This design comes from an exercise in tuning for small area and few clock cycles on the open sky130 flow, not from production work. Function was checked by simulation only, so behaviour that the tests miss may differ from the original. Power figures rest on the tool's default switching activity, not on a simulated workload.

Setup of build 8:
## pipeline_top
module pipeline_top(clk,rst,imem_addr,imem_rdata,dmem_addr,dmem_wdata,dmem_wstrb,dmem_rdata);
export LEC_CHECK = 0
export CAP_MARGIN = 10
export CORE_MARGIN = 2
export CORE_UTILIZATION = 50
export CTS_BUF_LIST = sky130_fd_sc_hd__clkbuf_8
export CTS_CLUSTER_DIAMETER = 60
export CTS_CLUSTER_SIZE = 16
export GPL_TIMING_DRIVEN = 0
export SETUP_SLACK_MARGIN = 0.5
export SLEW_MARGIN = 10
export SYNTH_HIERARCHICAL = 1
export SYNTH_MINIMUM_KEEP_SIZE = 0
create_clock -name core_clock -period 10.0 [get_ports {clk}]
standard.sh (not shown) runs the stock make flow with config.mk's settings and CLKGATE_MAP_FILE= SYNTH_SCRIPT=/design/flow/synth_recipe.tcl, a recipe that flattens the netlist after the stock synthesis.
==> flow/flow/run.sh <==
#!/bin/bash
here=$(pwd)
export BUFFER_PORTS_ARGS="-buffer_cell sky130_fd_sc_hd__buf_2"
for step in FLOORPLAN GLOBAL_PLACE RESIZE REPAIR_TIMING_POST_PLACE DETAIL_PLACE CTS GLOBAL_ROUTE DETAIL_ROUTE; do
    export PRE_${step}_TCL=$here/flow/dont_use.tcl
done
export CTS_ARGS="-sink_clustering_enable -repair_clock_nets -sink_clustering_size 16 -sink_clustering_max_diameter 60 -buf_list sky130_fd_sc_hd__clkbuf_8 -dont_use_dummy_load"
bash standard.sh > standard.log 2>&1
status=$?
grep -l "dont_use.tcl: large buffers" orfs/logs/*/*/*/*.log > hooks_applied.log 2>&1
exit $status
==> flow/flow/dont_use.tcl <==
set_dont_use {sky130_fd_sc_hd__buf_6 sky130_fd_sc_hd__buf_8 sky130_fd_sc_hd__buf_12
              sky130_fd_sc_hd__buf_16 sky130_fd_sc_hd__bufbuf_8 sky130_fd_sc_hd__bufbuf_16
              sky130_fd_sc_hd__clkbuf_16 sky130_fd_sc_hd__bufinv_8 sky130_fd_sc_hd__bufinv_16
              sky130_fd_sc_hd__clkdlybuf4s50_1 sky130_fd_sc_hd__clkdlybuf4s50_2}
puts "flow/dont_use.tcl: large buffers set dont_use"
Testbench counts of build 8, summed over its fixed seeds: cycles 25,674.
### build 8 -> build 5
- changing CTS_CLUSTER_DIAMETER from 60 to 100
diff --git a/flow/flow/run.sh b/flow/flow/run.sh
--- a/flow/flow/run.sh
+++ b/flow/flow/run.sh
@@ -6,3 +6,3 @@
 done
-export CTS_ARGS="-sink_clustering_enable -repair_clock_nets -sink_clustering_size 16 -sink_clustering_max_diameter 60 -buf_list sky130_fd_sc_hd__clkbuf_8 -dont_use_dummy_load"
+export CTS_ARGS="-sink_clustering_enable -repair_clock_nets -sink_clustering_size 16 -sink_clustering_max_diameter 100 -buf_list sky130_fd_sc_hd__clkbuf_8 -dont_use_dummy_load"
 bash standard.sh > standard.log 2>&1
==> comparison <==
- Per the comparison of build 5 with build 8, post-route antenna net violation count held; final design instance area without fill stayed essentially flat; clock latency on the worst-skew pair did not really move.
- Build 5 vs. build 8: number of buffers other than clock buffers in the final layout went up by 42.
- Between build 5 and build 8, the utilization after layout does not differ in any meaningful way.
diff inputs: build 5 => build 4
- CTS_CLUSTER_DIAMETER changed from 100 to 60
- CAP_MARGIN changed from 10 to 20
- SLEW_MARGIN changed from 10 to 20
diff --git a/flow/flow/run.sh b/flow/flow/run.sh
--- a/flow/flow/run.sh
+++ b/flow/flow/run.sh
@@ -6,3 +6,3 @@
 done
-export CTS_ARGS="-sink_clustering_enable -repair_clock_nets -sink_clustering_size 16 -sink_clustering_max_diameter 100 -buf_list sky130_fd_sc_hd__clkbuf_8 -dont_use_dummy_load"
+export CTS_ARGS="-sink_clustering_enable -repair_clock_nets -sink_clustering_size 16 -sink_clustering_max_diameter 60 -buf_list sky130_fd_sc_hd__clkbuf_8 -dont_use_dummy_load"
 bash standard.sh > standard.log 2>&1
## What came out
On power per unit of standard cell area, build 4 tracks build 5 almost exactly.
Build 5 → build 4: final net count has increased; worst relative slew slack fell by 1.3 points; power up about 1.3%; data arrival time at the worst-slack endpoint went down 0.14 ns.
Period utilization was higher in build 5 than in build 4.
Higher utilization among build 5 and build 4: build 4
Shortest clock period the worst path allows after layout ended up 0.13 ns lower on build 4 than on build 5.
As of build 4, net switching power had risen slightly compared to build 5.
Between build 5 and build 4, the difference in placed instance area is negligible.
NOTE: number of design-rule violations left by the first detailed-router iteration in build 4 falls short of that of build 5
The worst setup path endpoint comes out dmem_addr[14] in one run and dmem_addr[31] in the other, namely in build 5 and build 4 respectively.
For build 93, these inputs were changed with respect to build 4:
- SLEW_MARGIN changed from 20 to 10
- CAP_MARGIN changed from 20 to 10
diff --git a/flow/flow/run.sh b/flow/flow/run.sh
--- a/flow/flow/run.sh
+++ b/flow/flow/run.sh
@@ -2,3 +2,3 @@
 here=$(pwd)
-export BUFFER_PORTS_ARGS="-buffer_cell sky130_fd_sc_hd__buf_2"
+export BUFFER_PORTS_ARGS="-buffer_cell sky130_fd_sc_hd__buf_1"
 for step in FLOORPLAN GLOBAL_PLACE RESIZE REPAIR_TIMING_POST_PLACE DETAIL_PLACE CTS GLOBAL_ROUTE DETAIL_ROUTE; do
Findings:
- Compared with build 4, build 93 shows relative area of non-clock buffer cells in the final design lower by 1.5 points.
- Re number of top-level pins: no difference whatsoever between build 93 and build 4.
- Relative to build 4, the final cell area reported for build 93 is lower.
- Build 93 reports a higher count of clock-buffer cells in the layout than build 4 does.
- STATUS routed wire length: build 93 loses against build 4
- Per the comparison of build 93 with build 4, critical path depth lower; number of buffers inserted during clock tree synthesis higher; maximum frequency lower.

* * *

Setup of try-xenon:
Another version of the RTL of pipeline_top (not shown whole).
Size: roughly 3,300 cells after synthesis, about 1,000 flip-flops, ~170 I/O pins, about 49,000 um2 of cells after synthesis.
Settings: LEC_CHECK=0, CAP_MARGIN=20, CORE_MARGIN=2, CORE_UTILIZATION=50, GPL_TIMING_DRIVEN=0, SETUP_SLACK_MARGIN=0.5, SLEW_MARGIN=20, SYNTH_HIERARCHICAL=1, SYNTH_MINIMUM_KEEP_SIZE=0; clock period 10.0 ns.
run.sh (not shown) runs the stock make flow with config.mk's settings and CLKGATE_MAP_FILE= SYNTH_SCRIPT=/design/flow/synth_recipe.tcl, a recipe that flattens the netlist after the stock synthesis.
Stock flow here: none of the scripts above is used.
try-xenon reached the final stage; the timing, design-rule and antenna checks on its layout passed.
Testbench counts of try-xenon, summed over its fixed seeds: cycles 25,674.
Setup changes, try-xenon to try-harbor
==> flow/flow/run.sh (new file) <==
#!/bin/bash
here=$(pwd)
export BUFFER_PORTS_ARGS="-buffer_cell sky130_fd_sc_hd__buf_2"
for step in FLOORPLAN GLOBAL_PLACE RESIZE REPAIR_TIMING_POST_PLACE DETAIL_PLACE CTS GLOBAL_ROUTE DETAIL_ROUTE; do
    export PRE_${step}_TCL=$here/flow/dont_use.tcl
done
export CTS_ARGS="-sink_clustering_enable -repair_clock_nets -sink_clustering_size 16 -sink_clustering_max_diameter 60 -buf_list sky130_fd_sc_hd__clkbuf_8 -dont_use_dummy_load"
bash standard.sh > standard.log 2>&1
status=$?
grep -l "dont_use.tcl: large buffers" orfs/logs/*/*/*/*.log > hooks_applied.log 2>&1
exit $status
==> flow/flow/dont_use.tcl (new file) <==
set_dont_use {sky130_fd_sc_hd__buf_6 sky130_fd_sc_hd__buf_8 sky130_fd_sc_hd__buf_12
              sky130_fd_sc_hd__buf_16 sky130_fd_sc_hd__bufbuf_8 sky130_fd_sc_hd__bufbuf_16
              sky130_fd_sc_hd__clkbuf_16 sky130_fd_sc_hd__bufinv_8 sky130_fd_sc_hd__bufinv_16
              sky130_fd_sc_hd__clkdlybuf4s50_1 sky130_fd_sc_hd__clkdlybuf4s50_2}
puts "flow/dont_use.tcl: large buffers set dont_use"
==> flow/standard.sh (new file) <==
#!/bin/bash
# synth_recipe.tcl (not shown) runs the flow's synth.tcl, then flattens the netlist and writes it again
# the make line also repeats each setting of config.mk as NAME=value (left out here)
make -C /OpenROAD-flow-scripts/flow DESIGN_CONFIG=/design/flow/config.mk WORK_HOME=/design/flow/orfs CLKGATE_MAP_FILE= SYNTH_SCRIPT=/design/flow/synth_recipe.tcl "${@:-finish}"
--- a/flow/config.mk
+++ b/flow/config.mk
@@ -10,0 +11,3 @@
+export CTS_BUF_LIST = sky130_fd_sc_hd__clkbuf_8
+export CTS_CLUSTER_DIAMETER = 60
+export CTS_CLUSTER_SIZE = 16
removed: flow/run.sh
--- outcome ---
- Looking at try-xenon and try-harbor, the instance count after placement with tap cells included is a wash.
- The higher routed length on met2 of try-xenon and try-harbor is in try-xenon.
- The post-route worst hold slack reported for try-harbor is smaller than that of try-xenon by 0.045 ns.
- Setup WNS try-xenon -> try-harbor: better
- Compared with try-xenon, in try-harbor total placed instance area down 5.2%, maximum vdd ir drop lower.
### try-harbor -> try-pepper
--- a/flow/flow/run.sh
+++ b/flow/flow/run.sh
@@ -1,0 +2,4 @@
+# The standard layout (standard.sh), with two changes made through ORFS's
+# own hooks: the port buffers are buf_2 cells instead of the slow
+# clkdlybuf4s50 delay cells, and every step that sizes or inserts buffers
+# is kept off the largest buffer cells (flow/dont_use.tcl).
@@ -7 +10,0 @@
-export CTS_ARGS="-sink_clustering_enable -repair_clock_nets -sink_clustering_size 16 -sink_clustering_max_diameter 60 -buf_list sky130_fd_sc_hd__clkbuf_8 -dont_use_dummy_load"
--- a/flow/config.mk
+++ b/flow/config.mk
@@ -15 +14,0 @@
-export SETUP_SLACK_MARGIN = 0.5
--- outcome ---
From the logs: try-pepper reached the end of the flow and failed the layout checks with setup timing. Clock power (try-pepper vs. try-harbor) increases by more than 10%. Diff try-harbor -> try-pepper: overall power consumption climbed 3.0%, synthesized flop and latch total roughly the same, minimum clock period moved up, maximum clock frequency went down 4.1%.

## separate check: timing with driven ports
The results above use ideal ports. As a check the final layouts listed here were re-extracted and re-timed, cells and wires unchanged.
Step 1 assumes that a clkbuf_16 drives the clock port and a buf_2 every other input.
Step 2 adds t to the input delays and takes it off the output delays; t is the mean of the earliest and latest rising clock arrival at the registers after step 1. Input paths then give back, and output paths get back, about the clock's delay inside the block.
Slacks: no drivers / after step 1 / after step 2; pairs: no drivers / after step 1.
| run | t, ns | setup slack, ns | hold WS [ns] | worst setup path at the end | clock arrival spread, ns |
|---|---|---|---|---|---|
| build 8 | 0.805 | 0.305 / 0.248 / 0.132 | 0.747 / 0.747 / 0.747 | input to register | 0.111 / 0.111 |
| build 5 | 0.827 | 0.225 / 0.187 / 0.068 | 0.751 / 0.751 / 0.751 | input to register | 0.115 / 0.116 |
| build 4 | 0.803 | 0.356 / 0.293 / 0.115 | 0.735 / 0.735 / 0.735 | input to register | 0.148 / 0.147 |
| build 93 | 0.811 | 0.247 / 0.191 / 0.086 | 0.740 / 0.740 / 0.740 | input to register | 0.142 / 0.141 |
| try-xenon | 0.776 | 0.204 / 0.181 / 0.181 | 0.675 / 0.675 / 0.675 | input to output | 0.050 / 0.050 |
| try-harbor | 0.832 | 0.335 / 0.309 / 0.297 | 0.630 / 0.630 / 0.630 | input to register | 0.146 / 0.146 |
| try-pepper | 0.878 | -0.082 / -0.108 / -0.108 | 0.714 / 0.714 / 0.714 | input to output | 0.065 / 0.064 |
For build 4, which loses most, drivers alone change the setup slack by -0.063 ns; drivers and shift together by -0.241 ns.
